This design comes from an exercise in tuning for small area, a short achievable clock period and few clock cycles on the open sky130 flow, not from production work. Only simulation tests tie the RTL to the original design; equivalence was not proved. No activity file was given, so power comes from the tool's default toggle rates.

==> inputs of v12 <==
==> flow/design.v <==
package RISCV_PKG;
    parameter REG_COUNT = 32,
              REG_WIDTH = 32,
              ADDRESS_PORT_WIDTH = 5,
              WORD_LENGTH = 32;
endpackage
module ALU(input  logic [31:0] dataA, dataB,
           input  logic [2:0]  f3,
           input  logic        sub, alt,
           output logic [31:0] Sum,
           output logic [31:0] ALUOutput);
    logic [31:0] bx, sr, sl;
    assign bx = dataB ^ {32{sub}};
    logic [31:0] g [0:5];
    logic [31:0] p [0:5];
    assign g[0] = (dataA & bx) | {31'd0, (dataA[0] | bx[0]) & sub};
    assign p[0] = dataA ^ bx;
    for (genvar l = 0; l < 5; l++) begin : ks
        for (genvar j = 0; j < 32; j++) begin : bitj
            if (j >= (1 << l)) begin : mrg
                assign g[l+1][j] = g[l][j] | (p[l][j] & g[l][j - (1 << l)]);
                assign p[l+1][j] = p[l][j] & p[l][j - (1 << l)];
            end else begin : pass
                assign g[l+1][j] = g[l][j];
                assign p[l+1][j] = p[l][j];
            end
        end
    end
    assign Sum  = p[0] ^ {g[5][30:0], sub};
    logic        left;
    logic [31:0] sin, srev;
    assign left = f3 == 3'd1;
    always_comb
        for (int i = 0; i < 32; i++) begin
            sin[i]  = left ? dataA[31 - i] : dataA[i];
            srev[i] = sr[31 - i];
        end
    assign sr = 32'($signed({alt & !left & dataA[31], sin}) >>> dataB[4:0]);
    assign sl = srev;
    always_comb begin
        case (f3)
            3'd1: ALUOutput = sl;
            3'd4: ALUOutput = dataA ^ dataB;
            3'd5: ALUOutput = sr;
            3'd6: ALUOutput = dataA | dataB;
            default: ALUOutput = dataA & dataB;
        endcase
    end
endmodule
module RegisterFile (input  logic        CLK, RegWrite,
                     input  logic [31:1] Sel1, Sel2,        
                     input  logic [4:0]  WriteAddress,
                     input  logic [31:0] WriteData,
                     output logic [31:0] ReadData1, ReadData2);
    logic [31:0] Registers [1:31];
    always_ff @(posedge CLK)
        if (RegWrite && WriteAddress != 5'd0) Registers[WriteAddress] <= WriteData;
    always_comb begin
        ReadData1 = 32'd0;
        ReadData2 = 32'd0;
        for (int i = 1; i < 32; i++) begin
            ReadData1 = ReadData1 | (Registers[i] & {32{Sel1[i]}});
            ReadData2 = ReadData2 | (Registers[i] & {32{Sel2[i]}});
        end
    end
endmodule
module MainDatapath(input  logic CLK, Reset,
                    output logic [31:0] imem_addr,
                    input  logic [31:0] imem_rdata,
                    output logic [31:0] dmem_addr,
                    output logic [31:0] dmem_wdata,
                    output logic [3:0]  dmem_wstrb,
                    input  logic [31:0] dmem_rdata);
    localparam logic [4:0] OP_LUI = 5'b01101, OP_AUIPC = 5'b00101, OP_JAL = 5'b11011,
                           OP_JALR = 5'b11001, OP_BR = 5'b11000, OP_LD = 5'b00000,
                           OP_ST = 5'b01000, OP_OPI = 5'b00100, OP_OP = 5'b01100;
    logic [31:2] pc;                   
    logic [31:0] ins;                  
    logic [31:0] opa, opb;             
    logic        dv, fw1a, fw1r, fw2a, fw2r, fww1, fww2, ldh;
    logic [31:0] m_res, m_addr, m_sdata;    
    logic [3:0]  m_wstrb;
    logic [4:0]  m_rd;
    logic        m_we, m_ld, m_add;
    logic [2:0]  m_f3;
    logic [31:0] w_val;                
    logic [4:0]  w_rd;
    logic        w_we;
    assign imem_addr = {pc, 2'b00};
    logic [4:0] opc, rd, rs1, rs2;
    logic [2:0] f3;
    assign opc = ins[6:2];
    assign f3  = ins[14:12];
    assign rd  = ins[11:7];
    assign rs1 = ins[19:15];
    assign rs2 = ins[24:20];
    logic is_lui, is_auipc, is_jal, is_jalr, is_br, is_ld, is_st, is_opi, is_op, is_add, wr;
    logic f_add, f_sub, is_sub;
    logic f_lui, f_auipc, f_jal, f_jalr, f_br, f_ld, f_st, f_opi, f_op, f_wr;
    assign f_lui   = imem_rdata[6:2] == OP_LUI;
    assign f_auipc = imem_rdata[6:2] == OP_AUIPC;
    assign f_jal   = imem_rdata[6:2] == OP_JAL;
    assign f_jalr  = imem_rdata[6:2] == OP_JALR;
    assign f_br    = imem_rdata[6:2] == OP_BR;
    assign f_ld    = imem_rdata[6:2] == OP_LD;
    assign f_st    = imem_rdata[6:2] == OP_ST;
    assign f_opi   = imem_rdata[6:2] == OP_OPI;
    assign f_op    = imem_rdata[6:2] == OP_OP;
    assign f_add   = (f_op | f_opi) && imem_rdata[14:12] == 3'd0;    
    assign f_sub   = f_op && imem_rdata[30] && imem_rdata[14:12] == 3'd0;
    assign f_wr    = (f_lui | f_auipc | f_jal | f_jalr | f_ld | f_opi | f_op) && imem_rdata[11:7] != 5'd0;
    logic [31:0] simm, bimm, f_imm;
    assign simm = {{20{ins[31]}}, ins[31:25], ins[11:7]};
    assign bimm = {{19{ins[31]}}, ins[31], ins[7], ins[30:25], ins[11:8], 1'b0};
    always_comb begin
        if (f_lui | f_auipc) f_imm = {imem_rdata[31:12], 12'b0};
        else if (f_jal)      f_imm = {{11{imem_rdata[31]}}, imem_rdata[31], imem_rdata[19:12],
                                      imem_rdata[20], imem_rdata[30:21], 1'b0};
        else                 f_imm = {{20{imem_rdata[31]}}, imem_rdata[31:20]};
    end
    logic stall, redirect, go;
    assign stall = dv && ldh;
    assign go    = dv && !stall;
    logic [4:0]  f_opc, f_rs1, f_rs2;
    logic        f_use1, f_use2, dx_wr, dx_alu_wr, dx_ld_wr;
    logic        fw1_n, fw2_n, fww1_n, fww2_n, ldh_n;
    logic [31:0] f_dec1, f_dec2;
    assign f_opc  = imem_rdata[6:2];
    assign f_rs1  = imem_rdata[19:15];
    assign f_rs2  = imem_rdata[24:20];
    assign f_use1 = f_jalr | f_br | f_ld | f_st | f_opi | f_op;
    assign f_use2 = f_br | f_st | f_op;
    assign dx_wr     = dv && wr;
    assign dx_alu_wr = dx_wr && !is_ld;
    assign dx_ld_wr  = dx_wr && is_ld;
    assign fw1_n  = dx_alu_wr && f_rs1 == rd;
    assign fw2_n  = dx_alu_wr && f_use2 && f_rs2 == rd;
    assign fww1_n = m_we && f_rs1 == m_rd && !(dx_wr && f_rs1 == rd);
    assign fww2_n = m_we && f_use2 && f_rs2 == m_rd && !(dx_wr && f_rs2 == rd);
    assign ldh_n  = dx_ld_wr && ((f_use1 && f_rs1 == rd) || (f_use2 && f_rs2 == rd));
    assign f_dec1 = 32'd1 << f_rs1;
    assign f_dec2 = 32'd1 << f_rs2;
    logic [31:0] rf1, rf2, wb_data, opa_n, opb_n;
    logic [4:0] clr;
    logic       clearing;
    assign clearing = clr != 5'd0;
    always_ff @(posedge CLK or posedge Reset)
        if (Reset)         clr <= 5'd31;
        else if (clearing) clr <= clr - 5'd1;
    RegisterFile RF(.CLK(CLK), .RegWrite(w_we | clearing),
                    .Sel1(f_dec1[31:1]), .Sel2(f_dec2[31:1]),
                    .WriteAddress(clearing ? clr : w_rd),
                    .WriteData(wb_data & {32{!clearing}}), .ReadData1(rf1), .ReadData2(rf2));
    assign opa_n = (w_we && w_rd == f_rs1) ? wb_data : rf1;
    assign opb_n = !f_use2 ? f_imm : (w_we && w_rd == f_rs2) ? wb_data : rf2;
    logic [31:0] a, b;
    assign a = (opa & {32{!fw1a & !fw1r & !fww1}}) | (m_addr & {32{fw1a}}) | (m_res & {32{fw1r}}) |
               (wb_data & {32{fww1}});
    assign b = (opb & {32{!fw2a & !fw2r & !fww2}}) | (m_addr & {32{fw2a}}) | (m_res & {32{fw2r}}) |
               (wb_data & {32{fww2}});
    logic [31:0] opB, sum, alu, res;
    logic        lt, ltu;
    logic        sub;
    assign opB = is_st ? simm : b;
    assign sub = is_sub;
    ALU ALU(.dataA(a), .dataB(opB), .f3((is_op | is_opi) ? f3 : 3'd0), .sub(sub),
            .alt(ins[30]), .Sum(sum), .ALUOutput(alu));
    logic [31:0] tgt, pc4;
    assign pc4 = {pc, 2'b00};
    assign tgt = pc4 + ((is_br ? bimm : opb) - 32'd4);    
    always_comb begin
        if (is_lui)                 res = opb;
        else if (is_auipc)          res = tgt;
        else if (is_jal || is_jalr) res = pc4;
        else if (f3 == 3'd2)        res = {31'd0, lt};
        else if (f3 == 3'd3)        res = {31'd0, ltu};
        else                        res = alu;
    end
    logic [30:0] cl [0:5];
    logic [30:0] ce [0:5];
    assign cl[0] = ~a[30:0] & b[30:0];
    assign ce[0] = ~(a[30:0] ^ b[30:0]);
    for (genvar l = 0; l < 5; l++) begin : cmpt
        for (genvar j = 0; j < 31; j++) begin : bitj
            if (j >= (1 << l)) begin : mrg
                assign cl[l+1][j] = cl[l][j] | (ce[l][j] & cl[l][j - (1 << l)]);
                assign ce[l+1][j] = ce[l][j] & ce[l][j - (1 << l)];
            end else begin : pass
                assign cl[l+1][j] = cl[l][j];
                assign ce[l+1][j] = ce[l][j];
            end
        end
    end
    logic eq, cond, e31;
    assign e31 = !(a[31] ^ b[31]);
    assign eq  = e31 & ce[5][30];
    assign ltu = (!a[31] & b[31]) | (e31 & cl[5][30]);
    assign lt  = (a[31] & !b[31]) | (e31 & cl[5][30]);
    always_comb begin
        case (f3)
            3'd0: cond = eq;
            3'd1: cond = !eq;
            3'd4: cond = lt;
            3'd5: cond = !lt;
            3'd6: cond = ltu;
            3'd7: cond = !ltu;
            default: cond = 1'b0;
        endcase
    end
    assign redirect = go && (is_jal || is_jalr || (is_br && cond));
    always_ff @(posedge CLK or posedge Reset)
        if (Reset)         pc <= 30'd0;
        else if (stall || clearing) pc <= pc;
        else if (redirect) pc <= is_jalr ? sum[31:2] : tgt[31:2];
        else               pc <= pc + 30'd1;
    always_ff @(posedge CLK or posedge Reset)
        if (Reset)       dv <= 1'b0;
        else if (!stall) dv <= !redirect && !clearing;
    always_ff @(posedge CLK)
        if (!stall) begin
            ins  <= imem_rdata;
            is_lui   <= f_lui;
            is_auipc <= f_auipc;
            is_jal   <= f_jal;
            is_jalr  <= f_jalr;
            is_br    <= f_br;
            is_ld    <= f_ld;
            is_st    <= f_st;
            is_opi   <= f_opi;
            is_op    <= f_op;
            wr       <= f_wr;
            is_add   <= f_add;
            is_sub   <= f_sub;
            opa  <= opa_n;
            opb  <= opb_n;
            fw1a <= fw1_n && is_add;
            fw1r <= fw1_n && !is_add;
            fw2a <= fw2_n && is_add;
            fw2r <= fw2_n && !is_add;
            fww1 <= fww1_n;
            fww2 <= fww2_n;
            ldh  <= ldh_n;
        end else begin
            opa  <= a;
            opb  <= b;
            fw1a <= 1'b0;
            fw1r <= 1'b0;
            fw2a <= 1'b0;
            fw2r <= 1'b0;
            fww1 <= m_we && m_rd == rs1;
            fww2 <= m_we && m_rd == rs2 && (is_br || is_st || is_op);
            ldh  <= 1'b0;
        end
    logic [31:0] sdata;
    logic [3:0]  wstrb;
    always_comb begin
        case (f3[1:0])
            2'd0: begin sdata = {4{b[7:0]}};  wstrb = 4'b0001 << sum[1:0]; end
            2'd1: begin sdata = {2{b[15:0]}}; wstrb = sum[1] ? 4'b1100 : 4'b0011; end
            default: begin sdata = b;         wstrb = 4'b1111; end
        endcase
    end
    always_ff @(posedge CLK or posedge Reset)
        if (Reset) begin
            m_we    <= 1'b0;
            m_wstrb <= 4'd0;
        end else begin
            m_we    <= go && wr;
            m_wstrb <= (go && is_st) ? wstrb : 4'd0;
        end
    always_ff @(posedge CLK) begin
        m_res   <= res;
        m_addr  <= sum;
        m_sdata <= sdata;
        m_rd    <= rd;
        m_ld    <= is_ld;
        m_add   <= is_add;
        m_f3    <= f3;
    end
    assign dmem_addr  = m_addr;
    assign dmem_wdata = m_sdata;
    assign dmem_wstrb = m_wstrb;
    logic [31:0] ldata;
    logic [15:0] half;
    logic [7:0]  byte_;
    assign half  = m_addr[1] ? dmem_rdata[31:16] : dmem_rdata[15:0];
    assign byte_ = m_addr[0] ? half[15:8] : half[7:0];
    always_comb begin
        case (m_f3[1:0])
            2'd0: ldata = {{24{byte_[7] & !m_f3[2]}}, byte_};
            2'd1: ldata = {{16{half[15] & !m_f3[2]}}, half};
            default: ldata = dmem_rdata;
        endcase
    end
    always_ff @(posedge CLK or posedge Reset)
        if (Reset) w_we <= 1'b0;
        else       w_we <= m_we;
    always_ff @(posedge CLK) begin
        w_val <= m_ld ? ldata : m_add ? m_addr : m_res;
        w_rd  <= m_rd;
    end
    assign wb_data = w_val;
endmodule
==> flow/flow/run.sh <==
#!/bin/bash
set -o pipefail
export SETUP_SLACK_MARGIN=8.25
export BUFFER_PORTS_ARGS="-buffer_cell sky130_fd_sc_hd__buf_2"
bash standard.sh > standard.log 2>&1
==> flow/standard.sh <==
#!/bin/bash
# synth_recipe.tcl (not shown) runs the flow's synth.tcl, then flattens the netlist and writes it again
# the make line also repeats each setting of config.mk as NAME=value (left out here)
make -C /OpenROAD-flow-scripts/flow DESIGN_CONFIG=/design/flow/config.mk WORK_HOME=/design/flow/orfs CLKGATE_MAP_FILE= SYNTH_SCRIPT=/design/flow/synth_recipe.tcl "${@:-finish}"
==> flow/config.mk <==
export PLATFORM = sky130hd
export DESIGN_NAME = MainDatapath
export DESIGN_NICKNAME = MainDatapath
export VERILOG_FILES = /design/flow/design.v
export SDC_FILE = /design/flow/constraint.sdc
export NUM_CORES = 4
export LEC_CHECK = 0
export CAP_MARGIN = 20
export CORE_MARGIN = 2
export CORE_UTILIZATION = 40
export CTS_CLUSTER_DIAMETER = 60
export CTS_CLUSTER_SIZE = 20
export SLEW_MARGIN = 20
==> flow/constraint.sdc <==
create_clock -name core_clock -period 13.0 [get_ports {CLK}]
set_input_delay 2.6000 -clock core_clock [delete_from_list [all_inputs] [get_ports {CLK}]]
set_output_delay 2.6000 -clock core_clock [all_outputs]
set_load 0.01 [all_outputs]
==> v2: changes against v12 <==
==> flow/flow/run.sh (replaced) <==
#!/bin/bash
set -o pipefail
export SETUP_SLACK_MARGIN=8.5
export BUFFER_PORTS_ARGS="-buffer_cell sky130_fd_sc_hd__buf_2"
bash standard.sh > standard.log 2>&1
--- a/flow/config.mk
+++ b/flow/config.mk
@@ -12,2 +12,3 @@
 export CTS_CLUSTER_SIZE = 20
 export SLEW_MARGIN = 20
+export TNS_END_PERCENT = 20
==> comparison <==
In v2 the global-route usage is higher than in v12, by 1.1 points.
Core utilization: v2 is higher than v12 (0.60 points).
Synthesized cell count is the same in v12 and v2.
Of v12 and v2, v2 has the higher critical path depth (gap 1).
Between v12 and v2, the lower routed wire length is in v12 (gap 1.8%, measured against v2).
==> figures <==
| item | v12 | v2 |
|---|---|---|
| Overall fraction of global-route tracks in use | 39.4% | 40.5% |
| Proportion of power drawn by flip-flops and latches | 44.2% | 43.8% |
| Quantity of gates resized following cts | 183 | 343 |
| PnR worst setup slack | 8.13 ns | 8.25 ns |
| Buffers plus inverters on the worst setup path | 2 | 4 |
| Final critical-path share of the clock period | 37.5% | 36.5% |
| Drt first pass iters | 14 | 13 |
| Ratio of layout area to synthesized area | 1.155x | 1.170x |
| Result of the run | timing/DRC/antenna clean | timing/DRC/antenna clean |
| Detailed route wirelength on metal2 | 139000 µm | 140000 µm |
| Number of fillers in the final layout | 14834 | 14726 |
| Vias in the first global route | 55922 | 56631 |
Testbench counts of v12, summed over its fixed seeds: cycles 166,588.
Testbench counts of v2, summed over its fixed seeds: cycles 166,588.

## port drivers added, routing unchanged
The flow's constraints put no driver on any port. The routed layouts listed below were extracted and timed again, unchanged, in two steps.
Step 1 sets driving cells, clkbuf_16 on the clock port and buf_2 on the other inputs (assumed; they add their load-dependent delay and slew).
Step 2 moves the port delays by t, midway between the first and last clock arrival at a register: inputs arrive t later, outputs are due t later. That takes back most of the time a late clock gives input paths.
a / b / c = ideal ports / drivers / drivers and shift; a / b = the first two.
| run | t (ns) | setup WS [ns] | clock arrival spread, ns | cell pins on the clock port's net |
|---|---|---|---|---|
| v12 | 0.844 | 8.128 / 8.166 / 7.346 | 0.109 / 0.109 | 1 |
| v2 | 0.869 | 8.250 / 8.268 / 7.445 | 0.077 / 0.077 | 1 |
After both steps every run listed still meets setup and hold. For v2, which loses most, drivers alone change the setup slack by +0.018 ns; drivers and shift together by -0.805 ns.
